Source: an optimization exercise on an open RTL-to-GDS flow (aim: small area). Production flows keep margins and buffers that such runs may drop. RTL that was checked went through simulation tests only; none was proved equivalent to the original. Only the layout flow was run in runs 2 to 4; the RTL was not checked for function there. Power is estimated from default activity; no workload was simulated.

===== design/flow/config.mk =====
export PLATFORM = sky130hd
export DESIGN_NAME = Cubeware
export DESIGN_NICKNAME = Cubeware
export VERILOG_FILES = /design/flow/design.v
export SDC_FILE = /design/flow/constraint.sdc
export NUM_CORES = 4
export LEC_CHECK = 0
export CAP_MARGIN = 20
export CORE_MARGIN = 2
export CORE_UTILIZATION = 40
export SLEW_MARGIN = 20

===== design/flow/constraint.sdc =====
create_clock -name core_clock -period 10.0 [get_ports {io_clock}]
set_input_delay 2.0000 -clock core_clock [delete_from_list [all_inputs] [get_ports {io_clock}]]
set_output_delay 2.0000 -clock core_clock [all_outputs]
set_load 0.01 [all_outputs]

===== design/flow/design.v =====
module Cubeware (
    output io_uart_tx,
    input io_uart_rx,
    output io_i2cs_i0_sda_o,
    input io_i2cs_i0_sda_i,
    output io_i2cs_i0_scl_o,
    input io_i2cs_i0_scl_i,
    output io_i2cs_i1_sda_o,
    input io_i2cs_i1_sda_i,
    output io_i2cs_i1_scl_o,
    input io_i2cs_i1_scl_i,
    output io_i2cs_i2_sda_o,
    input io_i2cs_i2_sda_i,
    output io_i2cs_i2_scl_o,
    input io_i2cs_i2_scl_i,
    output io_i2cs_i3_sda_o,
    input io_i2cs_i3_sda_i,
    output io_i2cs_i3_scl_o,
    input io_i2cs_i3_scl_i,
    output io_resetns_i0,
    output io_resetns_i1,
    output io_resetns_i2,
    output io_resetns_i3,
    output [7 : 0] io_layer_mask,
    output [8 : 0] io_ram_read_address,
    input [7 : 0] io_ram_read_data,
    output [8 : 0] io_ram_write_address,
    output io_ram_write_write,
    output [7 : 0] io_ram_write_data,
    input io_clock,
    input io_reset
);
    reg [31:0] csr_period;      
    reg [31:0] csr_thresh;      
    reg [31:0] csr_disp;        
    reg [31:0] csr_delay;       
    reg        csr_enable;      
    reg [7:0]  csr_iref;        
    wire       csr_wen;
    wire [7:0] csr_waddr;
    wire [7:0] csr_wdata;
    always @(posedge io_clock) begin
        if (io_reset) begin
            csr_period <= 32'd100;
            csr_thresh <= 32'd50;
            csr_disp   <= 32'h00011170;
            csr_delay  <= 32'h00001000;
            csr_enable <= 1'b1;
            csr_iref   <= 8'd0;
        end else if (csr_wen) begin
            case (csr_waddr)
                8'd0:  csr_enable <= |csr_wdata;
                8'd1:  csr_iref <= csr_wdata;
                8'd4:  csr_period[7:0]   <= csr_wdata;
                8'd5:  csr_period[15:8]  <= csr_wdata;
                8'd6:  csr_period[23:16] <= csr_wdata;
                8'd7:  csr_period[31:24] <= csr_wdata;
                8'd8:  csr_thresh[7:0]   <= csr_wdata;
                8'd9:  csr_thresh[15:8]  <= csr_wdata;
                8'd10: csr_thresh[23:16] <= csr_wdata;
                8'd11: csr_thresh[31:24] <= csr_wdata;
                8'd12: csr_disp[7:0]     <= csr_wdata;
                8'd13: csr_disp[15:8]    <= csr_wdata;
                8'd14: csr_disp[23:16]   <= csr_wdata;
                8'd15: csr_disp[31:24]   <= csr_wdata;
                8'd16: csr_delay[7:0]    <= csr_wdata;
                8'd17: csr_delay[15:8]   <= csr_wdata;
                8'd18: csr_delay[23:16]  <= csr_wdata;
                8'd19: csr_delay[31:24]  <= csr_wdata;
                default: ;
            endcase
        end
    end
    reg [1:0] rx_state;
    reg [5:0] rx_cnt;
    reg [2:0] rx_bit;
    reg [2:0] rx_enq;
    reg [2:0] rx_deq;
    reg [63:0] rx_fifo;         
    wire rx_avail = rx_enq != rx_deq;
    wire [7:0] rx_data = rx_fifo[rx_deq * 8 +: 8];
    wire rx_dequeue;
    wire rx_s0 = rx_state == 2'd0;
    wire rx_s1 = rx_state == 2'd1;
    wire rx_s2 = rx_state == 2'd2;
    wire rx_s3 = rx_state == 2'd3;
    wire rx_c25 = rx_cnt == 6'd25;
    wire rx_c50 = rx_cnt == 6'd50;
    always @(posedge io_clock) begin
        if (io_reset) begin
            rx_state <= 2'd0;
            rx_enq <= 3'd0;
            rx_deq <= 3'd0;
        end else begin
            if (rx_s0 && !io_uart_rx) rx_state <= 2'd1;
            if (rx_s1) begin
                if (io_uart_rx && rx_cnt < 6'd25) rx_state <= 2'd0;
                if (rx_c50) rx_state <= 2'd2;
            end
            if (rx_s2 && rx_c50 && rx_bit == 3'd7) rx_state <= 2'd3;
            if (rx_s3 && rx_c25) begin
                rx_state <= 2'd0;
                rx_enq <= rx_enq + 3'd1;
            end
            if (rx_dequeue && rx_avail) rx_deq <= rx_deq + 3'd1;
        end
    end
    always @(posedge io_clock) begin
        rx_cnt <= rx_cnt + 6'd1;
        if (rx_s0 || (rx_s1 && rx_c50) || (rx_s2 && rx_c50)) rx_cnt <= 6'd0;
        if (rx_s1 && rx_c50) rx_bit <= 3'd0;
        if (rx_s2 && rx_c50 && rx_bit != 3'd7) rx_bit <= rx_bit + 3'd1;
        if (rx_s2 && rx_c25) rx_fifo[{rx_enq, rx_bit}] <= io_uart_rx;
    end
    reg [1:0] tx_state;
    reg [5:0] tx_cnt;
    reg [2:0] tx_bit;
    reg [3:0] tx_count;
    wire tx_enqueue;
    wire tx_s0 = tx_state == 2'd0;
    wire tx_gt = tx_cnt > 6'd50;
    wire tx_dequeue = tx_s0 && tx_count != 4'd0;
    wire tx_full = tx_count[3];
    wire tx_ready = !tx_full || tx_dequeue;
    wire [7:0] tx_byte = 8'h73;
    always @(posedge io_clock) begin
        if (io_reset) begin
            tx_state <= 2'd0;
            tx_count <= 4'd0;
        end else begin
            case (tx_state)
                2'd0: if (tx_count != 4'd0) tx_state <= 2'd1;
                2'd1: if (tx_gt) tx_state <= 2'd2;
                2'd2: if (tx_gt && tx_bit == 3'd7) tx_state <= 2'd3;
                2'd3: if (tx_gt) tx_state <= 2'd0;
            endcase
            if (!tx_enqueue && tx_dequeue) tx_count <= tx_count - 4'd1;
            if (tx_enqueue && !tx_dequeue && !tx_full) tx_count <= tx_count + 4'd1;
        end
    end
    always @(posedge io_clock) begin
        tx_cnt <= tx_cnt + 6'd1;
        if (tx_s0 || (tx_state != 2'd3 && tx_gt)) tx_cnt <= 6'd0;
        if (tx_s0) tx_bit <= 3'd0;
        if (tx_state == 2'd2 && tx_gt && tx_bit != 3'd7) tx_bit <= tx_bit + 3'd1;
    end
    assign io_uart_tx = (tx_state == 2'd2) ? tx_byte[tx_bit] : (tx_state != 2'd1);
    reg [2:0] cmd_state;
    reg [8:0] cmd_idx;
    reg [7:0] cmd_waddr;
    reg [7:0] cmd_wdata;
    wire cs0 = cmd_state == 3'd0;
    wire cs1 = cmd_state == 3'd1;
    wire cs2 = cmd_state == 3'd2;
    wire cs3 = cmd_state == 3'd3;
    wire cs4 = cmd_state == 3'd4;
    wire cs5 = cmd_state == 3'd5;
    assign rx_dequeue = cs0 || cs1 || cs4;
    assign tx_enqueue = cs5;
    wire csr_user = cs1 && rx_avail && cmd_idx == 9'd2;
    assign csr_wen = cs2 || cs3 || csr_user;
    assign csr_waddr = csr_user ? cmd_waddr : 8'd0;
    assign csr_wdata = csr_user ? cmd_wdata : {7'd0, cs2};
    always @(posedge io_clock) begin
        if (io_reset) begin
            cmd_state <= 3'd0;
        end else begin
            if (cs0 && rx_avail) begin
                if (rx_data == 8'd119) cmd_state <= 3'd1;
                if (rx_data == 8'd101) cmd_state <= 3'd2;
                if (rx_data == 8'd100) cmd_state <= 3'd3;
                if (rx_data == 8'd102) cmd_state <= 3'd4;
            end
            if (csr_user || cs2 || cs3) cmd_state <= 3'd5;
            if (cs4 && rx_avail && cmd_idx == 9'd511) cmd_state <= 3'd5;
            if (cs5 && tx_ready) cmd_state <= 3'd0;
        end
    end
    always @(posedge io_clock) begin
        if (cs0) cmd_idx <= 9'd0;
        if ((cs1 || cs4) && rx_avail) cmd_idx <= cmd_idx + 9'd1;
        if (cs1 && rx_avail && cmd_idx == 9'd0) cmd_waddr <= rx_data;
        if (cs1 && rx_avail && cmd_idx == 9'd1) cmd_wdata <= rx_data;
    end
    assign io_ram_write_write = cs4 && rx_avail;
    assign io_ram_write_address = cmd_idx;
    assign io_ram_write_data = rx_data;
    reg [1:0] tlc_state;        
    reg [6:0] tlc_rc;
    wire tlc_s0 = tlc_state == 2'd0;
    wire tlc_s1 = tlc_state == 2'd1;
    wire tlc_s3 = tlc_state == 2'd3;
    wire tlc_gt50 = tlc_rc > 7'd50;
    wire i2c_reset = tlc_s0 ? !tlc_gt50 : io_reset;
    reg [2:0]  i2c_state;       
    reg [31:0] i2c_cnt;
    reg [4:0]  i2c_dc;
    reg [2:0]  i2c_beat;
    reg [2:0]  i2c_kind;
    reg [7:0]  i2c_iref;
    wire i2c_pulse = i2c_cnt >= csr_thresh;
    wire i2c_beat_done = i2c_cnt >= csr_period;
    wire i2c_s0 = i2c_state == 3'd0;
    wire i2c_s1 = i2c_state == 3'd1;
    wire i2c_s2 = i2c_state == 3'd2;
    wire i2c_s3 = i2c_state == 3'd3;
    wire i2c_s5 = i2c_state == 3'd5;
    wire i2c_ready = i2c_s0 && i2c_pulse;
    reg [3:0]  rf_state;
    reg [31:0] rf_cnt;
    reg [2:0]  rf_layer;
    reg        rd_done;
    reg [6:0]  rd_cnt;
    reg [2:0]  rd_base;
    reg        rd_capture;
    wire tlcs_ready = tlc_s3 && i2c_ready;
    wire rf_s0  = rf_state == 4'd0;
    wire rf_s1  = rf_state == 4'd1;
    wire rf_s2  = rf_state == 4'd2;
    wire rf_s3  = rf_state == 4'd3;
    wire rf_s4  = rf_state == 4'd4;
    wire rf_s6  = rf_state == 4'd6;
    wire rf_s7  = rf_state == 4'd7;
    wire rf_s8  = rf_state == 4'd8;
    wire rf_s9  = rf_state == 4'd9;
    wire rf_s10 = rf_state == 4'd10;
    wire rf_s11 = rf_state == 4'd11;
    wire rf_s12 = rf_state == 4'd12;
    wire rf_s13 = rf_state == 4'd13;
    wire op_valid = rf_s2 || rf_s3 || rf_s4 || (rf_s6 && rd_done) || rf_s7 ||
                    rf_s8 || rf_s10 || rf_s11;
    wire accept = i2c_ready && (tlc_s1 || (tlc_s3 && op_valid));
    localparam K_SWRST = 3'd0;   
    localparam K_MODE  = 3'd1;   
    localparam K_M2    = 3'd2;   
    localparam K_IREF  = 3'd3;   
    localparam K_OSC   = 3'd4;   
    localparam K_PWM   = 3'd5;   
    localparam K_LEDON = 3'd6;   
    localparam K_LEDOF = 3'd7;   
    reg [2:0] next_kind;
    always @(*) begin
        next_kind = K_SWRST;
        if (!tlc_s1) begin
            case (rf_state)
                4'd2, 4'd10: next_kind = K_MODE;
                4'd3: next_kind = K_M2;
                4'd4: next_kind = K_IREF;
                4'd6: next_kind = K_OSC;
                4'd7: next_kind = K_PWM;
                4'd8: next_kind = K_LEDON;
                default: next_kind = K_LEDOF;
            endcase
        end
    end
    wire kind_pwm = i2c_kind == K_PWM;
    wire [4:0] last_dc = kind_pwm ? 5'd17 : (i2c_kind[2:1] == 2'b11) ? 5'd5 : 5'd2;
    wire i2c_last = i2c_dc == last_dc;
    always @(posedge io_clock) begin
        if (io_reset) begin
            tlc_state <= 2'd0;
            tlc_rc <= 7'd0;
        end else begin
            if (tlc_s0) begin
                tlc_rc <= tlc_rc + 7'd1;
                if (tlc_rc > 7'd100) begin
                    tlc_state <= 2'd1;
                    tlc_rc <= 7'd0;
                end
            end
            if (tlc_s1 && i2c_ready) tlc_state <= 2'd3;
            if (tlc_s3 && rf_s1 && i2c_ready) tlc_state <= 2'd1;
        end
    end
    wire resetn = tlc_s0 ? tlc_gt50 : 1'b1;
    always @(posedge io_clock) begin
        if (i2c_reset) begin
            i2c_state <= 3'd0;
            i2c_cnt <= 32'd0;
        end else begin
            i2c_cnt <= i2c_cnt + 32'd1;
            case (i2c_state)
                3'd0: if (accept) begin
                    i2c_state <= 3'd1;
                    i2c_cnt <= 32'd0;
                end
                3'd1: if (i2c_pulse) begin
                    i2c_state <= 3'd2;
                    i2c_cnt <= 32'd0;
                end
                3'd2: if (i2c_beat_done) begin
                    if (i2c_beat == 3'd7) i2c_state <= 3'd3;
                    i2c_cnt <= 32'd0;
                end
                3'd3: if (i2c_beat_done) begin
                    i2c_state <= i2c_last ? 3'd5 : 3'd2;
                    i2c_cnt <= 32'd0;
                end
                3'd5: if (i2c_beat_done) begin
                    i2c_state <= 3'd0;
                    i2c_cnt <= 32'd0;
                end
                default: ;
            endcase
        end
    end
    always @(posedge io_clock) begin
        if (accept) begin
            i2c_dc <= 5'd0;
            i2c_beat <= 3'd0;
            i2c_kind <= next_kind;
            i2c_iref <= csr_iref;
        end
        if (i2c_s2 && i2c_beat_done) i2c_beat <= i2c_beat + 3'd1;
        if (i2c_s3 && i2c_beat_done && !i2c_last) i2c_dc <= i2c_dc + 5'd1;
    end
    reg [7:0] pkt_byte;
    always @(*) begin
        if (i2c_dc == 5'd0)
            pkt_byte = (i2c_kind == K_SWRST) ? 8'hD6 : 8'hD0;
        else if (i2c_dc == 5'd1) begin
            case (i2c_kind)
                K_SWRST: pkt_byte = 8'hA5;
                K_M2:    pkt_byte = 8'h81;
                K_IREF:  pkt_byte = 8'h9C;
                K_PWM:   pkt_byte = 8'h82;
                K_LEDON, K_LEDOF: pkt_byte = 8'h94;
                default: pkt_byte = 8'h80;
            endcase
        end else begin
            case (i2c_kind)
                K_SWRST: pkt_byte = 8'h5A;
                K_MODE:  pkt_byte = 8'h11;
                K_IREF:  pkt_byte = i2c_iref;
                K_OSC:   pkt_byte = 8'h01;
                K_LEDON: pkt_byte = 8'hAA;
                default: pkt_byte = 8'h00;
            endcase
        end
    end
    wire pwm_payload = kind_pwm && (i2c_dc[4:1] != 4'd0);
    reg [511:0] chain;          
    wire chain_shift = rd_capture || (i2c_s3 && i2c_beat_done && pwm_payload);
    always @(posedge io_clock) begin
        if (chain_shift) chain <= {io_ram_read_data, chain[511:8]};
    end
    wire [2:0] bitsel = 3'd7 - i2c_beat;
    wire shared_bit = pkt_byte[bitsel];
    wire [3:0] pwm_bit;
    assign pwm_bit[0] = chain[0 + bitsel];
    assign pwm_bit[1] = chain[128 + bitsel];
    assign pwm_bit[2] = chain[256 + bitsel];
    assign pwm_bit[3] = chain[384 + bitsel];
    wire [3:0] sda;
    assign sda = i2c_s2 ? (pwm_payload ? pwm_bit : {4{shared_bit}})
                        : {4{!(i2c_s1 || i2c_s5)}};
    wire scl = (i2c_s2 || i2c_s3 || i2c_s5) ? i2c_pulse : 1'b1;
    assign io_i2cs_i0_sda_o = sda[0];
    assign io_i2cs_i1_sda_o = sda[1];
    assign io_i2cs_i2_sda_o = sda[2];
    assign io_i2cs_i3_sda_o = sda[3];
    assign io_i2cs_i0_scl_o = scl;
    assign io_i2cs_i1_scl_o = scl;
    assign io_i2cs_i2_scl_o = scl;
    assign io_i2cs_i3_scl_o = scl;
    assign io_resetns_i0 = resetn;
    assign io_resetns_i1 = resetn;
    assign io_resetns_i2 = resetn;
    assign io_resetns_i3 = resetn;
    wire rd_start = (rf_s0 && csr_enable) || (rf_s8 && tlcs_ready);
    always @(posedge io_clock) begin
        if (io_reset) begin
            rf_state <= 4'd0;
            rf_layer <= 3'd0;
        end else begin
            case (rf_state)
                4'd0: if (csr_enable) begin
                    rf_state <= 4'd1;
                    rf_layer <= 3'd0;
                end
                4'd1: if (tlcs_ready) rf_state <= 4'd2;
                4'd2: if (tlcs_ready) rf_state <= 4'd3;
                4'd3: if (tlcs_ready) rf_state <= 4'd4;
                4'd4: if (tlcs_ready) rf_state <= 4'd6;
                4'd6: if (tlcs_ready && rd_done) rf_state <= 4'd7;
                4'd7: if (tlcs_ready) begin
                    rf_state <= 4'd8;
                    rf_layer <= rf_layer + 3'd1;
                end
                4'd8: if (tlcs_ready) rf_state <= 4'd9;
                4'd9: if (rf_cnt > csr_disp) rf_state <= 4'd11;
                4'd11: if (tlcs_ready) rf_state <= 4'd10;
                4'd10: if (tlcs_ready) rf_state <= 4'd12;
                4'd12: if (rf_cnt > csr_delay) rf_state <= 4'd13;
                4'd13: rf_state <= csr_enable ? 4'd1 : 4'd0;
                default: ;
            endcase
        end
    end
    always @(posedge io_clock) begin
        if (rf_s8 && tlcs_ready) rf_cnt <= 32'd0;
        if (rf_s9) rf_cnt <= (rf_cnt > csr_disp) ? 32'd0 : rf_cnt + 32'd1;
        if (rf_s12) rf_cnt <= (rf_cnt > csr_delay) ? 32'd0 : rf_cnt + 32'd1;
    end
    wire mask_on = rf_s1 || rf_s2 || rf_s3 || rf_s4 || rf_s6 || rf_s7 || rf_s8 || rf_s9;
    wire [2:0] mask_layer = (rf_s8 || rf_s9) ? rf_layer - 3'd1 : rf_layer;
    assign io_layer_mask = mask_on ? (8'd1 << mask_layer) : 8'd0;
    always @(posedge io_clock) begin
        if (io_reset) begin
            rd_done <= 1'b1;
            rd_cnt <= 7'd0;
            rd_base <= 3'd0;
            rd_capture <= 1'b0;
        end else begin
            if (rd_start) begin
                rd_done <= 1'b0;
                rd_cnt <= 7'd0;
                rd_base <= rf_layer;
            end
            if (!rd_done) begin
                rd_cnt <= rd_cnt + 7'd1;
                if (rd_cnt == 7'd64) rd_done <= 1'b1;
            end
            rd_capture <= !rd_done && !rd_cnt[6];
        end
    end
    assign io_ram_read_address = {rd_base + {2'd0, rd_cnt[6]}, rd_cnt[5:0]};
endmodule

===== design/flow/run.sh =====
#!/bin/bash
# synth_recipe.tcl (not shown) runs the flow's synth.tcl, then flattens the netlist and writes it again
# the make line also repeats each setting of config.mk as NAME=value (left out here)
make -C /OpenROAD-flow-scripts/flow DESIGN_CONFIG=/design/flow/config.mk WORK_HOME=/design/flow/orfs CLKGATE_MAP_FILE= SYNTH_SCRIPT=/design/flow/synth_recipe.tcl finish

==> flow_metrics.py, run 1 <==
metrics = {
    "synthesis": {
        "synth_commonest_cells": "658 x edfxtp_1, 304 x nor2_1, 229 x dfxtp_1, 226 x nand2_1, 176 x inv_1",
        "synth_top_area_frac": 0.540,
        "yosysMostFrequentCell": "edfxtp_1",
        "synth_nets": 3012,
        "synth_edf_count": 658,
        "yosys_warnings": 1,
        "ys_top_cells_by_area": "edfxtp_1 54%, dfxtp_1 13%, ha_1 5.9%, nor2_1 3.1%, mux2i_1 2.7%",
        "synth_area_sq_um": 36600,
        "synth_cell_type_count": 81,
        "synth-async-reset-ratio": 0,
        "yosysTopAreaCell": "edfxtp_1",
        "syn_avg_cell_area_sq_um": 13.0,
        "ys_seq_area_frac": 0.666,
        "ys_seq_elements": 887,
        "synthFlopType": "edfxtp_1",
        "synthCells": 2819,
    },
    "clock_network": {
        "cts_setup_buffers": 0,
        "htree_num_levels": 3,
        "cts_buffer_depth": 3,
        "ctsResizeCount": 0,
        "cts_sinks": 887,
        "hold_buffers": 0,
        "clk_pin_slew_ns": 0.06,
        "clk_latency_ns": 0.67,
        "cts_buffers": 93,
        "cts_root_buffer": "clkbuf_16",
        "cts_tree": "yes",
    },
    "timing": {
        "finalCritPeriodShare": 0.588,
        "min_period_ns": 5.88,
        "whs_ns": 0.400,
        "report.final.slew_viol_count": 0,
        "fmax_ghz": 0.170,
        "hold_violations": 0,
        "skew_ns": 0.0261,
        "finalSetupViolations": 0,
        "slew_headroom": 0.255,
        "setup_ws_ns": 4.12,
        "setup_tns_ns": 0,
        "worst_slew_pin_slew_ns": 1.12,
        "rsz0062_at_grt": "false",
    },
    "min_path": {
        "min_path_type": "reg2reg",
        "hp-start": "chain[416]",
    },
    "run_status": {
        "status": "finished clean",
    },
    "placement": {
        "numPortBuffers": 58,
        "dp_hpwl_um": 44700,
        "dpl_worst_slack_ns": 4.62,
        "gp_congestion": 0.834,
        "dp.cells": 3964,
    },
    "drt": {
        "via_per_inst": 5.18,
        "drc": 0,
        "drt_wl_total_um": 70000,
        "route.detailed.wl_per_inst_um": 16.9,
        "first_iter_violations": 1616,
        "dr.pass1.iters": 5,
        "vias": 21447,
        "drtAntennaViolNets": 0,
    },
    "global_routing": {
        "antenna_found_initial": 0,
        "gr-total-overflow": 0,
        "grt_pass1_wl_um": 113000,
        "grt_max_degree": 156,
        "grt_pass1_vias": 21218,
        "track_usage": 0.149,
    },
    "floorplanning": {
        "start_util": 0.405,
        "fp.dieH_um": 306,
        "ios": 67,
        "core_sq_um": 90300,
        "rows": 110,
        "dieArea_sq_um": 93900,
        "fp.dieW_um": 306,
    },
    "setup_path": {
        "critPathTopFamily": "simple AND/OR/NAND/NOR gates",
        "arrival_ns": 3.88,
        "slowest_delay_ns": 0.59,
        "crit_buf_inv": 1,
        "cpMostUsedCell": "nand4_1",
        "cpMaxStageDelayCell": "clkdlybuf4s50_1",
        "r2r_slack_ns": 4.97,
        "worstSetupPathType": "reg2out",
        "cp-end-kind": "primary output",
        "crit_chain": "ha_1 > nand4_1 > nor4_1 > nand4_1 > a31oi_1 > nor2_1 > nand2_1 > clkdlybuf4s50_1",
        "required_ns": 8.00,
        "critPathMaxFanout": 7,
        "startpoint": "i2c_cnt[27]",
        "r2r-start": "i2c_cnt[23]",
        "worstSetupStartpointType": "flip-flop",
    },
    "run": {
        "cap_violations": 0,
    },
    "cells_and_area": {
        "diodes": 0,
        "finalNonFillerCells": 4138,
        "area_growth_pct": 13.6,
        "final_layout_size_suffix_gt1_frac": 0.0756,
        "finalNetCount": 3076,
        "finish.utilization": 0.460,
    },
    "power": {
        "p_per_area_nw_per_um2": 208,
        "peakVddDrop_mv": 0.115,
        "power_leakage_nw": 14.3,
    },
}
[metal layers]
| metal | vias up | GRT usage | routed length [um] |
|---|---|---|---|
| met5 | - | 0 | 0 |
| met4 | 0 | 0.0526 | 2000 |
| met3 | 136 | 0.0276 | 2980 |
| met2 | 456 | 0.239 | 32400 |
| met1 | 10529 | 0.203 | 32700 |
| li1 | 10326 | - | - |
[cells in the final DEF, fill, tap and decap left out, types with 20 or more instances in the layout]
cell type and count:
edfxtp_1 658, nor2_1 303, dfxtp_1 229, nand2_1 226, inv_1 176, ha_1 173
o21ai_0 138, a21oi_1 108, mux2i_1 98, clkbuf_16 95, nand3_1 71, xor2_1 66
clkdlybuf4s50_1 57, nand4_1 35, nor3_1 35, xnor2_1 34, a211oi_1 26, and3_1 26
mux4_2 24, nor2b_1 21, o211ai_1 20, nand2b_1 20, and2_1 20
[registers in the layout, summed over array words and instances (netlist names), 4 cells and up]
name / count
cmd_waddr: 8
cmd_idx: 9
tlc_rc: 7
i2c_iref: 8
csr_iref: 8
rx_cnt: 6
rd_cnt: 7
rx_fifo: 64
tx_count: 4
tx_cnt: 6
rf_cnt: 32
chain: 512
csr_period: 32
rf_state: 4
i2c_dc: 5
csr_delay: 32
csr_disp: 32
cmd_wdata: 8
csr_thresh: 32
i2c_cnt: 32
[cell families (layout without fill, tap and decap cells)]
logic type	count (synthesis)	count (layout)	synth area share
simple gates	835	835	0.107
mux	145	145	0.0487
compound gates	394	394	0.0644
fa+ha+maj	175	175	0.0600
xor+xnor	100	100	0.0239
buf+inv	283	426	0.0307
flops	887	887	0.666
[where the power goes]
| part | total, W | switching, W | internal [W] | leakage, nW |
|---|---|---|---|---|
| Sequential | 0.00453 | 0.000130 | 0.00440 | 7.91 |
| Combinational | 0.000542 | 0.000372 | 0.000170 | 4.80 |
| Clock | 0.00358 | 0.00143 | 0.00215 | 1.56 |
[final cells by class]
type	count	area [sq um]
flip-flops and latches	887	24300
multi-input cells	1649	11100
clock buffers	125	2600
repair buffers	74	711
clock inverters	49	628
fillers	7914	48700
inverters	178	668
well taps	1176	1470
[path summary, 6_finish.rpt]
| check | cells past startpoint | end |
|---|---|---|
| setup / recovery | 8 | io_i2cs_i2_scl_o |
| hold / removal | 0 | chain[408] |
| setup reg to reg | 10 | chain[48] |
| hold reg to reg | 0 | chain[408] |
[stage by stage]
stage                     total power [W]  area [sq um]
final                             0.00865         41500
after global routing              0.00900         41500
after CTS                         0.00876         41500
after detailed placement          0.00515         38300
after global placement            0.00511         38300
after floorplan                   0.00504         36600
==> run 2, diff against run 1 <==
--- a/design/flow/design.v
+++ b/design/flow/design.v
@@ -341,6 +341,35 @@
     wire pwm_payload = kind_pwm && (i2c_dc[4:1] != 4'd0);
-    reg [511:0] chain;          
-    wire chain_shift = rd_capture || (i2c_s3 && i2c_beat_done && pwm_payload);
+    reg [127:0] ring0, ring1, ring2, ring3;    
+    reg [3:0]   ring_ph;
+    wire [5:0]  cap_idx = rd_cnt[5:0] - 6'd1;
+    wire [3:0]  ring_we;
+    assign ring_we[0] = rd_capture && cap_idx[5:4] == 2'd0;
+    assign ring_we[1] = rd_capture && cap_idx[5:4] == 2'd1;
+    assign ring_we[2] = rd_capture && cap_idx[5:4] == 2'd2;
+    assign ring_we[3] = rd_capture && cap_idx[5:4] == 2'd3;
     always @(posedge io_clock) begin
-        if (chain_shift) chain <= {io_ram_read_data, chain[511:8]};
+        ring0 <= {ring_we[0] ? io_ram_read_data : ring0[7:0], ring0[127:8]};
+        ring1 <= {ring_we[1] ? io_ram_read_data : ring1[7:0], ring1[127:8]};
+        ring2 <= {ring_we[2] ? io_ram_read_data : ring2[7:0], ring2[127:8]};
+        ring3 <= {ring_we[3] ? io_ram_read_data : ring3[7:0], ring3[127:8]};
+        ring_ph <= (rd_capture && cap_idx == 6'd0) ? 4'd0 : ring_ph + 4'd1;
+    end
+    wire [3:0] fetch_d = ring_ph - i2c_dc[3:0];
+    wire fetch = fetch_d[2:0] == 3'd6;
+    wire fetch_slot0 = fetch_d[3];
+    reg [7:0] pwm_next0, pwm_next1, pwm_next2, pwm_next3;
+    reg [7:0] pwm_cur0, pwm_cur1, pwm_cur2, pwm_cur3;
+    always @(posedge io_clock) begin
+        if (fetch) begin
+            pwm_next0 <= fetch_slot0 ? ring0[7:0] : ring0[71:64];
+            pwm_next1 <= fetch_slot0 ? ring1[7:0] : ring1[71:64];
+            pwm_next2 <= fetch_slot0 ? ring2[7:0] : ring2[71:64];
+            pwm_next3 <= fetch_slot0 ? ring3[7:0] : ring3[71:64];
+        end
+        if (i2c_s3 && i2c_beat_done) begin
+            pwm_cur0 <= pwm_next0;
+            pwm_cur1 <= pwm_next1;
+            pwm_cur2 <= pwm_next2;
+            pwm_cur3 <= pwm_next3;
+        end
     end
@@ -349,6 +378,6 @@
     wire [3:0] pwm_bit;
-    assign pwm_bit[0] = chain[0 + bitsel];
-    assign pwm_bit[1] = chain[128 + bitsel];
-    assign pwm_bit[2] = chain[256 + bitsel];
-    assign pwm_bit[3] = chain[384 + bitsel];
+    assign pwm_bit[0] = pwm_cur0[bitsel];
+    assign pwm_bit[1] = pwm_cur1[bitsel];
+    assign pwm_bit[2] = pwm_cur2[bitsel];
+    assign pwm_bit[3] = pwm_cur3[bitsel];
     wire [3:0] sda;
--- a/design/flow/config.mk
+++ b/design/flow/config.mk
@@ -9,3 +9,7 @@
 export CORE_MARGIN = 2
-export CORE_UTILIZATION = 40
+export CORE_UTILIZATION = 70
+export CTS_BUF_LIST = sky130_fd_sc_hd__clkbuf_8
+export CTS_CLUSTER_DIAMETER = 60
+export CTS_CLUSTER_SIZE = 20
+export PLACE_DENSITY = 0.8
 export SLEW_MARGIN = 20
==> run 2 against run 1 <==
Compared with the run above:
- global-route usage rose by 13 points
- count of clock-buffer cells in the layout fell by 64
- clock skew fell by 0.00070 ns
- wire length barely moved
- die area fell by 46%
- critical endpoint is now io_i2cs_i0_sda_o
- largest cell class unchanged
- highest routed layer unchanged
==> flow_metrics.py, run 2 <==
metrics = {
    "run_status": {
        "status": "finished clean",
    },
    "drt": {
        "drt_wl_total_um": 70000,
        "vias": 21908,
        "drtAntennaViolNets": 0,
        "route.detailed.wl_per_inst_um": 18.4,
        "dr.pass1.iters": 6,
        "drc": 0,
        "first_iter_violations": 1880,
        "via_per_inst": 5.77,
    },
    "synthesis": {
        "synth_cell_type_count": 78,
        "synth-compound-area-share": 0.0848,
        "yosysTopAreaCell": "dfxtp_1",
        "synth_area_sq_um": 34500,
        "synthMuxAreaShare": 0.0490,
        "yosys_warnings": 1,
        "synth_commonest_cells": "745 x dfxtp_1, 336 x nand2_1, 269 x nor2_1, 210 x edfxtp_1, 195 x a21oi_1",
        "synth_nets": 3279,
        "synthAdderAreaFrac": 0.0667,
        "ys_seq_area_frac": 0.616,
        "synth_top_area_frac": 0.433,
        "syn_avg_cell_area_sq_um": 11.2,
        "synth_edf_count": 210,
        "synthCells": 3079,
        "ys_top_cells_by_area": "dfxtp_1 43%, edfxtp_1 18%, ha_1 6.5%, nand2_1 3.7%, nor2_1 2.9%",
        "synthFlopType": "dfxtp_1",
        "ys_seq_elements": 955,
        "synth-async-reset-ratio": 0,
        "synthSimpleGateAreaFrac": 0.121,
        "yosysMostFrequentCell": "dfxtp_1",
        "synth_xor_area_frac": 0.0277,
        "synth_top_family_by_area": "simple AND/OR/NAND/NOR gates",
    },
    "clock_network": {
        "cts_setup_buffers": 0,
        "hold_buffers": 0,
        "cts_tree": "yes",
        "cts_sinks": 955,
        "ctsResizeCount": 0,
        "cts_buffers": 59,
        "htree_num_levels": 2,
        "cts_buffer_depth": 3,
        "clk_pin_slew_ns": 0.12,
        "cts_root_buffer": "clkbuf_8",
        "clk_latency_ns": 0.73,
    },
    "setup_path": {
        "r2r_slack_ns": 6.32,
        "cp-end-kind": "primary output",
        "crit_chain": "inv_1 > ha_1 > nor4b_2 > a21oi_1 > o31ai_1 > a22oi_1 > o31ai_1 > o21ai_0 > o21ai_0 > o32ai_2 > a21oi_1 > clkdlybuf4s50_1",
        "arrival_ns": 4.51,
        "critPathMaxFanout": 9,
        "slowest_delay_ns": 0.64,
        "r2r_cells": 9,
        "worstSetupStartpointType": "flip-flop",
        "worst_r2r_endpoint": "csr_disp[20]",
        "r2r-start": "rx_deq[1]",
        "path_depth": 12,
        "crit_buf_inv": 2,
        "required_ns": 8.00,
        "worstSetupPathType": "reg2out",
        "critPathTopFamily": "compound AO/OA/AOI/OAI gates",
        "cpMaxStageDelayCell": "nor4b_2",
    },
    "min_path": {
        "min_path_type": "reg2reg",
        "worstHoldPathCells": 0,
        "hold_end": "ring2[23]",
        "hp-start": "ring2[31]",
    },
    "timing": {
        "setup_tns_ns": 0,
        "min_period_ns": 6.51,
        "worst_slew_pin_slew_ns": 1.26,
        "skew_ns": 0.0254,
        "setup_ws_ns": 3.49,
        "finalSetupViolations": 0,
        "slew_headroom": 0.161,
        "hold_violations": 0,
        "finalCritPeriodShare": 0.651,
        "whs_ns": 0.319,
        "fmax_ghz": 0.154,
        "report.final.slew_viol_count": 0,
        "rsz0062_at_grt": "false",
    },
    "power": {
        "power_leakage_nw": 13.6,
        "p_per_area_nw_per_um2": 190,
        "peakVddDrop_mv": 0.192,
    },
    "floorplanning": {
        "ios": 67,
        "core_sq_um": 48700,
        "rows": 81,
        "fp.dieW_um": 226,
        "dieArea_sq_um": 51000,
        "fp.dieH_um": 226,
        "start_util": 0.707,
    },
    "global_routing": {
        "grt_pass1_wl_um": 111000,
        "antenna_found_initial": 0,
        "gr-total-overflow": 0,
        "grt_pass1_vias": 21334,
        "track_usage": 0.277,
        "grt_max_degree": 93,
    },
    "cells_and_area": {
        "final_common_cell": "dfxtp_1",
        "finalNetCount": 3295,
        "layout_common_cells": "745 x dfxtp_1, 336 x nand2_1, 268 x nor2_1",
        "finalNonFillerCells": 3799,
        "diodes": 0,
        "final_layout_size_suffix_gt1_frac": 0.0820,
        "area_growth_pct": 6.19,
        "nFillCells": 3220,
    },
    "placement": {
        "dp_hpwl_um": 48500,
        "dpl_worst_slack_ns": 4.32,
        "gp_congestion": 0.885,
        "dp.cells": 3698,
        "numPortBuffers": 58,
    },
    "run": {
        "cap_violations": 0,
    },
}
-- run 2: changes by cell type in the layout (fill, tap and decap cells not counted), moves of 18 or more --
cell,before,now
a21oi_1,108,195
clkbuf_1,19,0
clkbuf_16,95,0
clkbuf_8,11,61
dfxtp_1,229,745
edfxtp_1,658,210
inv_1,176,199
mux2_2,16,87
mux2i_1,98,17
nand2_1,226,336
nor2_1,303,268
nor2_2,1,19
-- run 2: how the worst max path moves through the flow --
| stage | endpoint | slack [ns] | start |
|---|---|---|---|
| after floorplan | io_i2cs_i0_sda_o | 5.55 | i2c_dc[1] |
| after global placement | io_i2cs_i0_sda_o | 4.37 | i2c_dc[1] |
| after detailed placement | io_i2cs_i3_sda_o | 4.32 | i2c_dc[1] |
| after CTS | io_i2cs_i3_sda_o | 3.47 | i2c_dc[1] |
| after global routing | io_i2cs_i3_sda_o | 3.16 | i2c_dc[1] |
| final | io_i2cs_i0_sda_o | 3.49 | i2c_dc[1] |
-- run 2: cells by family (layout without fill, tap and decap cells) --
group                    after synthesis  count (layout)
multiplexers                         128             128
flip-flops                           955             955
XOR/XNOR                             109             109
adder cells (fa/ha/maj)              183             183
buffers and inverters                297             353
AND/OR/NAND/NOR                      913             913
AO/OA/AOI/OAI                        494             494
-- run 2: cell type report --
class                   instances  area, sq um  share of cell area
repair buffers                 71          676              0.0185
multi-input cells            1827        12100               0.329
inverters                     181          679              0.0186
clock inverters                40          294             0.00803
flip-flops and latches        955        21200               0.580
clock buffers                  61          840              0.0229
well taps                     664          831              0.0227
-- run 2: worst reg2reg max path, stage by stage (launching register included) --
cell and delay (ns):
dfxtp_1 0.96, xor2_1 0.21, nor3_1 0.16, nor4b_4 0.67
nand2_1 0.19, nor2_2 0.26, nand3_1 0.38, nor2_1 0.46
nand2_1 0.11, a21oi_1 0.20
-- run 2: power breakdown --
group	total (W)	switching (W)	leakage, nW	internal (W)
sequential	0.00452	0.000168	8.02	0.00435
combinational	0.000599	0.000330	4.97	0.000269
clock	0.00181	0.00119	0.651	0.000625
total	0.00694	0.00169	13.6	0.00525
-- run 2: metrics by stage --
step                      utilization  total power [W]  area [sq um]
after detailed placement        0.727          0.00521         35500
after floorplan                     -          0.00498         34500
final                           0.751          0.00694         36600
after global routing            0.751          0.00719         36600
after CTS                       0.751          0.00698         36600
after global placement          0.727          0.00515         35500
-- run 2: metal layers --
layer,up-vias,track usage,share of wire
met5,-,0,0
met4,0,0.115,0.039
met3,180,0.0332,0.055
met2,682,0.467,0.48
met1,10488,0.366,0.43
li1,10558,-,-
==> run 3, diff against run 2 <==
--- a/design/flow/design.v
+++ b/design/flow/design.v
@@ -41,33 +41,28 @@
     wire [7:0] csr_wdata;
-    always @(posedge io_clock) begin
-        if (io_reset) begin
-            csr_period <= 32'd100;
-            csr_thresh <= 32'd50;
-            csr_disp   <= 32'h00011170;
-            csr_delay  <= 32'h00001000;
-            csr_enable <= 1'b1;
-            csr_iref   <= 8'd0;
-        end else if (csr_wen) begin
-            case (csr_waddr)
-                8'd0:  csr_enable <= |csr_wdata;
-                8'd1:  csr_iref <= csr_wdata;
-                8'd4:  csr_period[7:0]   <= csr_wdata;
-                8'd5:  csr_period[15:8]  <= csr_wdata;
-                8'd6:  csr_period[23:16] <= csr_wdata;
-                8'd7:  csr_period[31:24] <= csr_wdata;
-                8'd8:  csr_thresh[7:0]   <= csr_wdata;
-                8'd9:  csr_thresh[15:8]  <= csr_wdata;
-                8'd10: csr_thresh[23:16] <= csr_wdata;
-                8'd11: csr_thresh[31:24] <= csr_wdata;
-                8'd12: csr_disp[7:0]     <= csr_wdata;
-                8'd13: csr_disp[15:8]    <= csr_wdata;
-                8'd14: csr_disp[23:16]   <= csr_wdata;
-                8'd15: csr_disp[31:24]   <= csr_wdata;
-                8'd16: csr_delay[7:0]    <= csr_wdata;
-                8'd17: csr_delay[15:8]   <= csr_wdata;
-                8'd18: csr_delay[23:16]  <= csr_wdata;
-                8'd19: csr_delay[31:24]  <= csr_wdata;
-                default: ;
-            endcase
-        end
+    wire [19:0] csr_sel;
+    genvar gi;
+    generate
+        for (gi = 0; gi < 20; gi = gi + 1) begin : g_sel
+            assign csr_sel[gi] = io_reset || (csr_wen && csr_waddr == gi);
+        end
+    endgenerate
+    always @(posedge io_clock) begin
+        if (csr_sel[0])  csr_enable <= io_reset || (|csr_wdata);
+        if (csr_sel[1])  csr_iref <= io_reset ? 8'd0 : csr_wdata;
+        if (csr_sel[4])  csr_period[7:0]   <= io_reset ? 8'd100 : csr_wdata;
+        if (csr_sel[5])  csr_period[15:8]  <= io_reset ? 8'd0 : csr_wdata;
+        if (csr_sel[6])  csr_period[23:16] <= io_reset ? 8'd0 : csr_wdata;
+        if (csr_sel[7])  csr_period[31:24] <= io_reset ? 8'd0 : csr_wdata;
+        if (csr_sel[8])  csr_thresh[7:0]   <= io_reset ? 8'd50 : csr_wdata;
+        if (csr_sel[9])  csr_thresh[15:8]  <= io_reset ? 8'd0 : csr_wdata;
+        if (csr_sel[10]) csr_thresh[23:16] <= io_reset ? 8'd0 : csr_wdata;
+        if (csr_sel[11]) csr_thresh[31:24] <= io_reset ? 8'd0 : csr_wdata;
+        if (csr_sel[12]) csr_disp[7:0]     <= io_reset ? 8'h70 : csr_wdata;
+        if (csr_sel[13]) csr_disp[15:8]    <= io_reset ? 8'h11 : csr_wdata;
+        if (csr_sel[14]) csr_disp[23:16]   <= io_reset ? 8'h01 : csr_wdata;
+        if (csr_sel[15]) csr_disp[31:24]   <= io_reset ? 8'h00 : csr_wdata;
+        if (csr_sel[16]) csr_delay[7:0]    <= io_reset ? 8'h00 : csr_wdata;
+        if (csr_sel[17]) csr_delay[15:8]   <= io_reset ? 8'h10 : csr_wdata;
+        if (csr_sel[18]) csr_delay[23:16]  <= io_reset ? 8'h00 : csr_wdata;
+        if (csr_sel[19]) csr_delay[31:24]  <= io_reset ? 8'h00 : csr_wdata;
     end
@@ -112,4 +107,10 @@
         if (rx_s2 && rx_c50 && rx_bit != 3'd7) rx_bit <= rx_bit + 3'd1;
-        if (rx_s2 && rx_c25) rx_fifo[{rx_enq, rx_bit}] <= io_uart_rx;
     end
+    generate
+        for (gi = 0; gi < 8; gi = gi + 1) begin : g_rx_slot
+            always @(posedge io_clock)
+                if (rx_s2 && rx_c25 && rx_enq == gi)
+                    rx_fifo[gi * 8 +: 8] <= {io_uart_rx, rx_fifo[gi * 8 + 1 +: 7]};
+        end
+    endgenerate
     reg [1:0] tx_state;
@@ -199,3 +200,4 @@
     reg [2:0]  i2c_kind;
-    reg [7:0]  i2c_iref;
+    reg [7:0]  pwm_next0, pwm_next1, pwm_next2, pwm_next3;   
+    reg [7:0]  pwm_cur0, pwm_cur1, pwm_cur2, pwm_cur3;       
     wire i2c_pulse = i2c_cnt >= csr_thresh;
@@ -216,15 +218,19 @@
     wire tlcs_ready = tlc_s3 && i2c_ready;
-    wire rf_s0  = rf_state == 4'd0;
-    wire rf_s1  = rf_state == 4'd1;
-    wire rf_s2  = rf_state == 4'd2;
-    wire rf_s3  = rf_state == 4'd3;
-    wire rf_s4  = rf_state == 4'd4;
-    wire rf_s6  = rf_state == 4'd6;
-    wire rf_s7  = rf_state == 4'd7;
-    wire rf_s8  = rf_state == 4'd8;
-    wire rf_s9  = rf_state == 4'd9;
-    wire rf_s10 = rf_state == 4'd10;
-    wire rf_s11 = rf_state == 4'd11;
-    wire rf_s12 = rf_state == 4'd12;
-    wire rf_s13 = rf_state == 4'd13;
+    localparam R_IDLE = 4'd0, R_SWRST = 4'd1, R_MODE = 4'd2, R_M2 = 4'd3,
+               R_IREF = 4'd4, R_OSC = 4'd5, R_PWM = 4'd6, R_LEDON = 4'd7,
+               R_DISP = 4'd8, R_LEDOF = 4'd9, R_MODE2 = 4'd10, R_BLANK = 4'd11,
+               R_NEXT = 4'd12;
+    wire rf_s0  = rf_state == R_IDLE;
+    wire rf_s1  = rf_state == R_SWRST;
+    wire rf_s2  = rf_state == R_MODE;
+    wire rf_s3  = rf_state == R_M2;
+    wire rf_s4  = rf_state == R_IREF;
+    wire rf_s6  = rf_state == R_OSC;
+    wire rf_s7  = rf_state == R_PWM;
+    wire rf_s8  = rf_state == R_LEDON;
+    wire rf_s9  = rf_state == R_DISP;
+    wire rf_s11 = rf_state == R_LEDOF;
+    wire rf_s10 = rf_state == R_MODE2;
+    wire rf_s12 = rf_state == R_BLANK;
+    wire rf_s13 = rf_state == R_NEXT;
     wire op_valid = rf_s2 || rf_s3 || rf_s4 || (rf_s6 && rd_done) || rf_s7 ||
@@ -245,8 +251,8 @@
             case (rf_state)
-                4'd2, 4'd10: next_kind = K_MODE;
-                4'd3: next_kind = K_M2;
-                4'd4: next_kind = K_IREF;
-                4'd6: next_kind = K_OSC;
-                4'd7: next_kind = K_PWM;
-                4'd8: next_kind = K_LEDON;
+                R_MODE, R_MODE2: next_kind = K_MODE;
+                R_M2: next_kind = K_M2;
+                R_IREF: next_kind = K_IREF;
+                R_OSC: next_kind = K_OSC;
+                R_PWM: next_kind = K_PWM;
+                R_LEDON: next_kind = K_LEDON;
                 default: next_kind = K_LEDOF;
@@ -311,3 +317,2 @@
             i2c_kind <= next_kind;
-            i2c_iref <= csr_iref;
         end
@@ -333,3 +338,3 @@
                 K_MODE:  pkt_byte = 8'h11;
-                K_IREF:  pkt_byte = i2c_iref;
+                K_IREF:  pkt_byte = pwm_cur0;    
                 K_OSC:   pkt_byte = 8'h01;
@@ -359,7 +364,6 @@
     wire fetch_slot0 = fetch_d[3];
-    reg [7:0] pwm_next0, pwm_next1, pwm_next2, pwm_next3;
-    reg [7:0] pwm_cur0, pwm_cur1, pwm_cur2, pwm_cur3;
     always @(posedge io_clock) begin
+        if (accept) pwm_next0 <= csr_iref;
+        else if (fetch && kind_pwm) pwm_next0 <= fetch_slot0 ? ring0[7:0] : ring0[71:64];
         if (fetch) begin
-            pwm_next0 <= fetch_slot0 ? ring0[7:0] : ring0[71:64];
             pwm_next1 <= fetch_slot0 ? ring1[7:0] : ring1[71:64];
@@ -398,30 +402,22 @@
     assign io_resetns_i3 = resetn;
+    wire rf_gt = rf_cnt > (rf_s9 ? csr_disp : csr_delay);
     wire rd_start = (rf_s0 && csr_enable) || (rf_s8 && tlcs_ready);
+    reg rf_adv;
+    always @(*) begin
+        case (rf_state)
+            R_IDLE: rf_adv = csr_enable;
+            R_OSC: rf_adv = tlcs_ready && rd_done;
+            R_DISP, R_BLANK: rf_adv = rf_gt;
+            default: rf_adv = tlcs_ready;
+        endcase
+    end
     always @(posedge io_clock) begin
         if (io_reset) begin
-            rf_state <= 4'd0;
+            rf_state <= R_IDLE;
             rf_layer <= 3'd0;
         end else begin
-            case (rf_state)
-                4'd0: if (csr_enable) begin
-                    rf_state <= 4'd1;
-                    rf_layer <= 3'd0;
-                end
-                4'd1: if (tlcs_ready) rf_state <= 4'd2;
-                4'd2: if (tlcs_ready) rf_state <= 4'd3;
-                4'd3: if (tlcs_ready) rf_state <= 4'd4;
-                4'd4: if (tlcs_ready) rf_state <= 4'd6;
-                4'd6: if (tlcs_ready && rd_done) rf_state <= 4'd7;
-                4'd7: if (tlcs_ready) begin
-                    rf_state <= 4'd8;
-                    rf_layer <= rf_layer + 3'd1;
-                end
-                4'd8: if (tlcs_ready) rf_state <= 4'd9;
-                4'd9: if (rf_cnt > csr_disp) rf_state <= 4'd11;
-                4'd11: if (tlcs_ready) rf_state <= 4'd10;
-                4'd10: if (tlcs_ready) rf_state <= 4'd12;
-                4'd12: if (rf_cnt > csr_delay) rf_state <= 4'd13;
-                4'd13: rf_state <= csr_enable ? 4'd1 : 4'd0;
-                default: ;
-            endcase
+            if (rf_s13) rf_state <= csr_enable ? R_SWRST : R_IDLE;
+            else if (rf_adv) rf_state <= rf_state + 4'd1;
+            if (rf_s0 && csr_enable) rf_layer <= 3'd0;
+            if (rf_s7 && tlcs_ready) rf_layer <= rf_layer + 3'd1;
         end
@@ -429,7 +425,5 @@
     always @(posedge io_clock) begin
-        if (rf_s8 && tlcs_ready) rf_cnt <= 32'd0;
-        if (rf_s9) rf_cnt <= (rf_cnt > csr_disp) ? 32'd0 : rf_cnt + 32'd1;
-        if (rf_s12) rf_cnt <= (rf_cnt > csr_delay) ? 32'd0 : rf_cnt + 32'd1;
+        rf_cnt <= ((rf_s9 || rf_s12) && !rf_gt) ? rf_cnt + 32'd1 : 32'd0;
     end
-    wire mask_on = rf_s1 || rf_s2 || rf_s3 || rf_s4 || rf_s6 || rf_s7 || rf_s8 || rf_s9;
+    wire mask_on = rf_state != R_IDLE && rf_state <= R_DISP;
     wire [2:0] mask_layer = (rf_s8 || rf_s9) ? rf_layer - 3'd1 : rf_layer;
--- a/design/flow/config.mk
+++ b/design/flow/config.mk
@@ -10,5 +10,5 @@
 export CORE_UTILIZATION = 70
-export CTS_BUF_LIST = sky130_fd_sc_hd__clkbuf_8
+export CTS_BUF_LIST = sky130_fd_sc_hd__clkbuf_16
 export CTS_CLUSTER_DIAMETER = 60
-export CTS_CLUSTER_SIZE = 20
+export CTS_CLUSTER_SIZE = 28
 export PLACE_DENSITY = 0.8
==> run 3 against run 2 <==
Compared with the run above:
- still clean
- highest routed layer unchanged
- synthesized cell count is 22% lower
- critical path type unchanged
- via count is 18% lower
- clock skew increased by 0.0040 ns
- largest power group unchanged
==> flow_metrics.py, run 3 <==
metrics = {
    "min_path": {
        "min_path_type": "reg2reg",
    },
    "cells_and_area": {
        "final_common_cell": "dfxtp_1",
        "diodes": 0,
        "finalNetCount": 2598,
        "final_area_sq_um": 35000,
        "layout_common_cells": "640 x dfxtp_1, 307 x edfxtp_1, 167 x nor2_1",
        "area_growth_pct": 8.62,
        "final_layout_size_suffix_gt1_frac": 0.0841,
    },
    "synthesis": {
        "ys_top_cells_by_area": "dfxtp_1 40%, edfxtp_1 29%, ha_1 5.9%, mux2_2 2.4%, nor2_1 1.9%",
        "synth_cell_type_count": 75,
        "synth_nets": 2561,
        "syn_avg_cell_area_sq_um": 13.5,
        "synthFlopType": "dfxtp_1",
        "synth_area_sq_um": 32200,
        "synthCells": 2389,
        "yosysTopAreaCell": "dfxtp_1",
        "yosys_warnings": 1,
        "synth_top_area_frac": 0.398,
        "yosysMostFrequentCell": "dfxtp_1",
        "ys_seq_area_frac": 0.684,
        "synth_commonest_cells": "640 x dfxtp_1, 307 x edfxtp_1, 167 x nor2_1, 151 x ha_1",
        "ys_seq_elements": 947,
        "synth_edf_count": 307,
        "synth-async-reset-ratio": 0,
    },
    "clock_network": {
        "cts_buffer_depth": 3,
        "clk_pin_slew_ns": 0.11,
        "clk_latency_ns": 0.62,
        "cts_buffers": 49,
        "cts_setup_buffers": 0,
        "cts_tree": "yes",
        "hold_buffers": 0,
        "cts_root_buffer": "clkbuf_16",
        "cts_sinks": 947,
        "htree_num_levels": 2,
        "ctsResizeCount": 0,
    },
    "drt": {
        "dr.pass1.iters": 5,
        "route.detailed.wl_per_inst_um": 20.0,
        "first_iter_violations": 1439,
        "vias": 17923,
        "drt_wl_total_um": 61300,
        "via_per_inst": 5.86,
        "drc": 0,
        "drtAntennaViolNets": 0,
    },
    "power": {
        "p_per_area_nw_per_um2": 204,
        "finalPower_w": 0.00714,
        "power_leakage_nw": 13.7,
        "peakVddDrop_mv": 0.204,
    },
    "placement": {
        "dpl_cell_area_sq_um": 33300,
        "dp_hpwl_um": 40600,
        "numPortBuffers": 58,
        "dpl_worst_slack_ns": 4.71,
        "gp_congestion": 0.881,
    },
    "setup_path": {
        "crit_chain": "inv_1 > ha_1 > or4b_1 > nand2_1 > a2bb2oi_1 > a21oi_1 > mux4_2 > a22oi_1 > a21oi_1 > clkdlybuf4s50_1",
        "cp-end-kind": "primary output",
        "crit_buf_inv": 2,
        "cpMaxStageDelayCell": "or4b_1",
        "cpMostUsedCell": "a21oi_1",
        "worstSetupPathType": "reg2out",
        "required_ns": 8.00,
        "critPathTopFamily": "buffers and inverters",
        "arrival_ns": 4.01,
        "critPathMaxFanout": 9,
        "worstSetupStartpointType": "flip-flop",
        "slowest_delay_ns": 0.61,
    },
    "global_routing": {
        "antenna_found_initial": 0,
        "grt_pass1_wl_um": 96100,
        "track_usage": 0.260,
        "grt_pass1_vias": 17828,
        "grt_max_degree": 71,
        "gr-total-overflow": 0,
    },
    "floorplanning": {
        "fp.dieW_um": 219,
        "fp.dieH_um": 219,
        "rows": 78,
        "dieArea_sq_um": 47800,
        "ios": 67,
        "core_sq_um": 45400,
        "start_util": 0.710,
    },
    "timing": {
        "setup_tns_ns": 0,
        "worst_slew_pin_slew_ns": 1.06,
        "slew_headroom": 0.295,
        "report.final.slew_viol_count": 0,
        "finalCritPeriodShare": 0.601,
        "setup_ws_ns": 3.99,
        "min_period_ns": 6.01,
        "rsz0062_at_grt": "false",
        "finalSetupViolations": 0,
        "fmax_ghz": 0.166,
        "skew_ns": 0.0294,
        "hold_violations": 0,
    },
    "run": {
        "cap_violations": 0,
    },
    "run_status": {
        "status": "finished clean",
    },
}
## run 3: cell count changes after synthesis, moves of 23 or more
cell	before	now
a211oi_1	32	6
a21oi_1	195	84
a311oi_1	9	32
dfxtp_1	745	640
edfxtp_1	210	307
ha_1	179	151
inv_1	180	116
mux2i_1	17	52
nand2_1	336	116
nor2_1	269	167
o21ai_0	147	40
## run 3: layer usage
metal  global-route usage  up-vias  routed length, um
met2                0.435      496              29700
li1                     -     8524                  -
met5                    0        -                  0
met3               0.0341      109               3250
met4               0.0812        0               1610
met1                0.356     8794              26700
## run 3: final timing paths
| check | from | end | slack [ns] | depth (start not counted) |
|---|---|---|---|---|
| setup reg to reg | rf_state[0] | rf_cnt[13] | 5.66 | 12 |
| setup / recovery | i2c_dc[1] | io_i2cs_i2_sda_o | 3.99 | 10 |
| hold / removal | ring1[109] | ring1[101] | 0.32 | 0 |
| hold reg to reg | ring1[109] | ring1[101] | 0.32 | 0 |
## run 3: power breakdown
group / total, W / leakage, nW / internal [W] / switching [W]
registers: 0.00426 / 8.18 / 0.00418 / 0.0000853
clock network: 0.00233 / 0.855 / 0.00102 / 0.00132
logic: 0.000547 / 4.66 / 0.000235 / 0.000312
total: 0.00714 / 13.7 / 0.00543 / 0.00171
## run 3: stage by stage
stage | cells | hold slack, ns | util
floorplan | 2389 | 0.310 | -
global placement | 2973 | 0.310 | 0.734
detailed placement | 2974 | 0.312 | 0.734
CTS | 3060 | 0.320 | 0.771
global route | 3061 | 0.328 | 0.771
finish | 3061 | 0.316 | 0.771
## run 3: logic make-up after synthesis
family	synth area share
DFF	0.684
and+or+nand+nor	0.0854
muxes	0.0577
adders and majority gates	0.0599
xor gates and xnor gates	0.0288
buffers and inverters	0.0250
AOI/OAI and AO/OA	0.0596
## run 3: area by class of cell
type / count / area [sq um]
Clock buffer: 50 / 1250
Clock inverter: 36 / 432
Fill cell: 2637 / 10400
Inverter: 116 / 435
Multi-Input combinational cell: 1242 / 9430
Sequential cell: 947 / 22000
Tap cell: 600 / 751
Timing Repair Buffer: 70 / 681
==> run 4, diff against run 3 <==
--- a/design/flow/config.mk
+++ b/design/flow/config.mk
@@ -10,5 +10,5 @@
 export CORE_UTILIZATION = 70
-export CTS_BUF_LIST = sky130_fd_sc_hd__clkbuf_16
-export CTS_CLUSTER_DIAMETER = 60
-export CTS_CLUSTER_SIZE = 28
+export CTS_BUF_LIST = sky130_fd_sc_hd__clkbuf_8 sky130_fd_sc_hd__clkbuf_16
+export CTS_CLUSTER_DIAMETER = 80
+export CTS_CLUSTER_SIZE = 24
 export PLACE_DENSITY = 0.8
==> run 4 against run 3 <==
Compared with the run above:
- sequential share of layout area grew 0.46 points
- sequential power about the same
- largest cell class unchanged
- combinational power grew 2%
- highest routed layer unchanged
- design area is 0.72% lower
- total power fell by 3.1%
- count of clock-buffer cells in the layout shrank 3
- wire length grew 0.52%
- sequential cell count did not move
- worst hold slack gained 0.0023 ns
- maximum frequency is 0.19% lower
- setup slack worse by 0.011 ns
==> flow_metrics.py, run 4 <==
metrics = {
    "setup_path": {
        "worstSetupPathType": "reg2out",
        "startpoint": "i2c_dc[1]",
        "r2r_slack_ns": 5.55,
        "worstSetupStartpointType": "flip-flop",
        "worst_r2r_endpoint": "rf_cnt[29]",
        "critPathMaxFanout": 9,
        "cp-end-kind": "primary output",
        "arrival_ns": 4.02,
        "r2r_cells": 12,
        "r2r-start": "rf_state[0]",
        "required_ns": 8.00,
        "endpoint": "io_i2cs_i1_sda_o",
    },
    "synthesis": {
        "yosys_warnings": 1,
        "synthCells": 2389,
        "synth_area_sq_um": 32200,
        "synth-async-reset-ratio": 0,
        "synth_commonest_cells": "640 x dfxtp_1, 307 x edfxtp_1, 167 x nor2_1, 151 x ha_1",
        "synth_cell_type_count": 75,
        "syn_avg_cell_area_sq_um": 13.5,
        "synth_nets": 2561,
        "synth_edf_count": 307,
        "ys_top_cells_by_area": "dfxtp_1 40%, edfxtp_1 29%, ha_1 5.9%, mux2_2 2.4%, nor2_1 1.9%",
        "ys_seq_area_frac": 0.684,
        "yosysMostFrequentCell": "dfxtp_1",
        "ys_seq_elements": 947,
        "yosysTopAreaCell": "dfxtp_1",
        "synth_top_area_frac": 0.398,
        "synthFlopType": "dfxtp_1",
    },
    "cells_and_area": {
        "area_growth_pct": 7.84,
        "nFillCells": 2687,
        "final_common_cell": "dfxtp_1",
        "final_layout_size_suffix_gt1_frac": 0.0782,
        "diodes": 0,
        "layout_common_cells": "640 x dfxtp_1, 307 x edfxtp_1, 167 x nor2_1",
        "finalNetCount": 2596,
    },
    "global_routing": {
        "track_usage": 0.262,
        "antenna_found_initial": 0,
        "gr-total-overflow": 0,
        "grt_pass1_vias": 18026,
        "grt_pass1_wl_um": 96900,
        "grt_max_degree": 71,
    },
    "power": {
        "peakVddDrop_mv": 0.202,
        "p_per_area_nw_per_um2": 199,
        "power_leakage_nw": 13.6,
    },
    "floorplanning": {
        "fp.dieW_um": 219,
        "dieArea_sq_um": 47800,
        "core_sq_um": 45400,
        "fp.dieH_um": 219,
        "ios": 67,
        "start_util": 0.710,
        "rows": 78,
    },
    "drt": {
        "drtAntennaViolNets": 0,
        "dr.pass1.iters": 6,
        "drc": 0,
        "drt_wl_total_um": 61600,
        "route.detailed.wl_per_inst_um": 20.2,
        "vias": 17960,
        "first_iter_violations": 1546,
        "via_per_inst": 5.88,
    },
    "clock_network": {
        "cts_buffers": 47,
        "cts_buffer_depth": 3,
        "clk_latency_ns": 0.65,
        "cts_setup_buffers": 0,
        "clk_pin_slew_ns": 0.10,
        "ctsResizeCount": 0,
        "cts_sinks": 947,
        "cts_tree": "yes",
        "htree_num_levels": 2,
        "cts_root_buffer": "clkbuf_16",
        "hold_buffers": 0,
    },
    "placement": {
        "dpl_worst_slack_ns": 4.71,
        "dp_hpwl_um": 40600,
        "numPortBuffers": 58,
        "gp_congestion": 0.881,
    },
    "run_status": {
        "status": "finished clean",
    },
    "run": {
        "cap_violations": 0,
    },
    "timing": {
        "finalSetupViolations": 0,
        "min_period_ns": 6.02,
        "worst_slew_pin_slew_ns": 1.05,
        "skew_ns": 0.0608,
        "slew_headroom": 0.302,
        "report.final.slew_viol_count": 0,
        "setup_ws_ns": 3.98,
        "rsz0062_at_grt": "false",
        "finalCritPeriodShare": 0.602,
        "fmax_ghz": 0.166,
        "hold_violations": 0,
        "setup_tns_ns": 0,
    },
    "min_path": {
        "min_path_type": "reg2reg",
        "hp-start": "ring0[80]",
    },
}
==> run 4: cell count changes in the layout (fill, tap and decap cells not counted), sizes merged <==
| cell | before | now |
|---|---|---|
| clkbuf | 50 | 47 |
| clkinv | 8 | 6 |
| inv | 143 | 141 |
==> run 4: layer usage <==
layer | share of wire | global-route usage | vias to the layer above
met1 | 0.43 | 0.351 | 8816
met2 | 0.49 | 0.438 | 509
met5 | 0 | 0 | -
met3 | 0.057 | 0.0444 | 119
li1 | - | - | 8516
met4 | 0.030 | 0.0862 | 0
==> run 4: final cells by class <==
class,instances,area [sq um],area share
Inverter,116,435,0.0125
Tap cell,600,751,0.0216
Sequential cell,947,22000,0.634
Timing Repair Buffer,70,693,0.0199
Multi-Input combinational cell,1242,9430,0.271
Clock inverter,32,241,0.00695
Clock buffer,47,1180,0.0338
==> run 4: report_power, final <==
group	total, W	internal [W]	switching [W]	leakage (nW)
clock network	0.00210	0.000907	0.00119	0.764
registers	0.00426	0.00418	0.0000859	8.18
logic	0.000559	0.000242	0.000316	4.66
total	0.00692	0.00533	0.00160	13.6
==> run 4: worst min-delay path by stage <==
stage                       to  depth (start not counted)
finish               ring0[72]                          0
global route        ring2[115]                          0
CTS                  ring3[70]                          0
detailed placement   ring0[49]                          0
global placement     ring2[54]                          0
floorplan             ring0[0]                          0
==> run 4: logic make-up after synthesis <==
kind of cell | Yosys count | share of synthesized area
multiplexers | 146 | 0.0577
buffers and inverters | 200 | 0.0250
AND/OR/NAND/NOR | 555 | 0.0854
adder cells (fa/ha/maj) | 153 | 0.0599
AO/OA/AOI/OAI | 282 | 0.0596
XOR/XNOR | 106 | 0.0288
flip-flops | 947 | 0.684
==> run 4: worst max-delay path, cell delays in order, from the launching register on <==
cell,delay [ns]
edfxtp_1,0.49
inv_1,0.23
ha_1,0.19
or4b_1,0.61
nand2_1,0.13
a2bb2oi_1,0.16
a21oi_1,0.06
mux4_2,0.47
a22oi_1,0.35
a21oi_1,0.15
clkdlybuf4s50_1,0.51
==> run 4: metrics by stage <==
stage / utilization / area, sq um / cells / total power [W] / hold WS [ns]
after floorplan: - / 32200 / 2389 / 0.00470 / 0.310
after global placement: 0.734 / 33300 / 2973 / 0.00485 / 0.310
after detailed placement: 0.734 / 33300 / 2974 / 0.00488 / 0.312
after CTS: 0.765 / 34700 / 3053 / 0.00694 / 0.324
after global routing: 0.766 / 34800 / 3054 / 0.00716 / 0.328
final: 0.766 / 34800 / 3054 / 0.00692 / 0.318

==> what the ideal ports hide <==
Ports are ideal in the flow. The routed layouts listed here were re-timed in OpenROAD. Step 1 (the two cells are an assumption about what drives the block):
set clk [get_ports {io_clock}]
set_driving_cell -lib_cell sky130_fd_sc_hd__clkbuf_16 $clk
set_driving_cell -lib_cell sky130_fd_sc_hd__buf_2 [delete_from_list [all_inputs] $clk]
Step 2, shift: input delay + t, output delay - t, t = (earliest + latest rising clock arrival at the registers) / 2. This alone moves slack from input paths to output paths. Three values: ideal, step 1, step 2; two values: the first two.
run	t, ns	slack for setup (ns)	latest minus earliest clock arrival (ns)	worst register clock-pin slew, ns
run 1	0.718	4.116 / 4.049 / 4.767	0.033 / 0.033	0.06 / 0.06
run 2	0.768	3.494 / 3.440 / 4.208	0.027 / 0.028	0.12 / 0.12
run 3	0.673	3.990 / 3.932 / 4.606	0.041 / 0.041	0.11 / 0.11
run 4	0.674	3.979 / 3.917 / 4.591	0.067 / 0.066	0.10 / 0.10
After both steps every run listed still meets setup and hold.
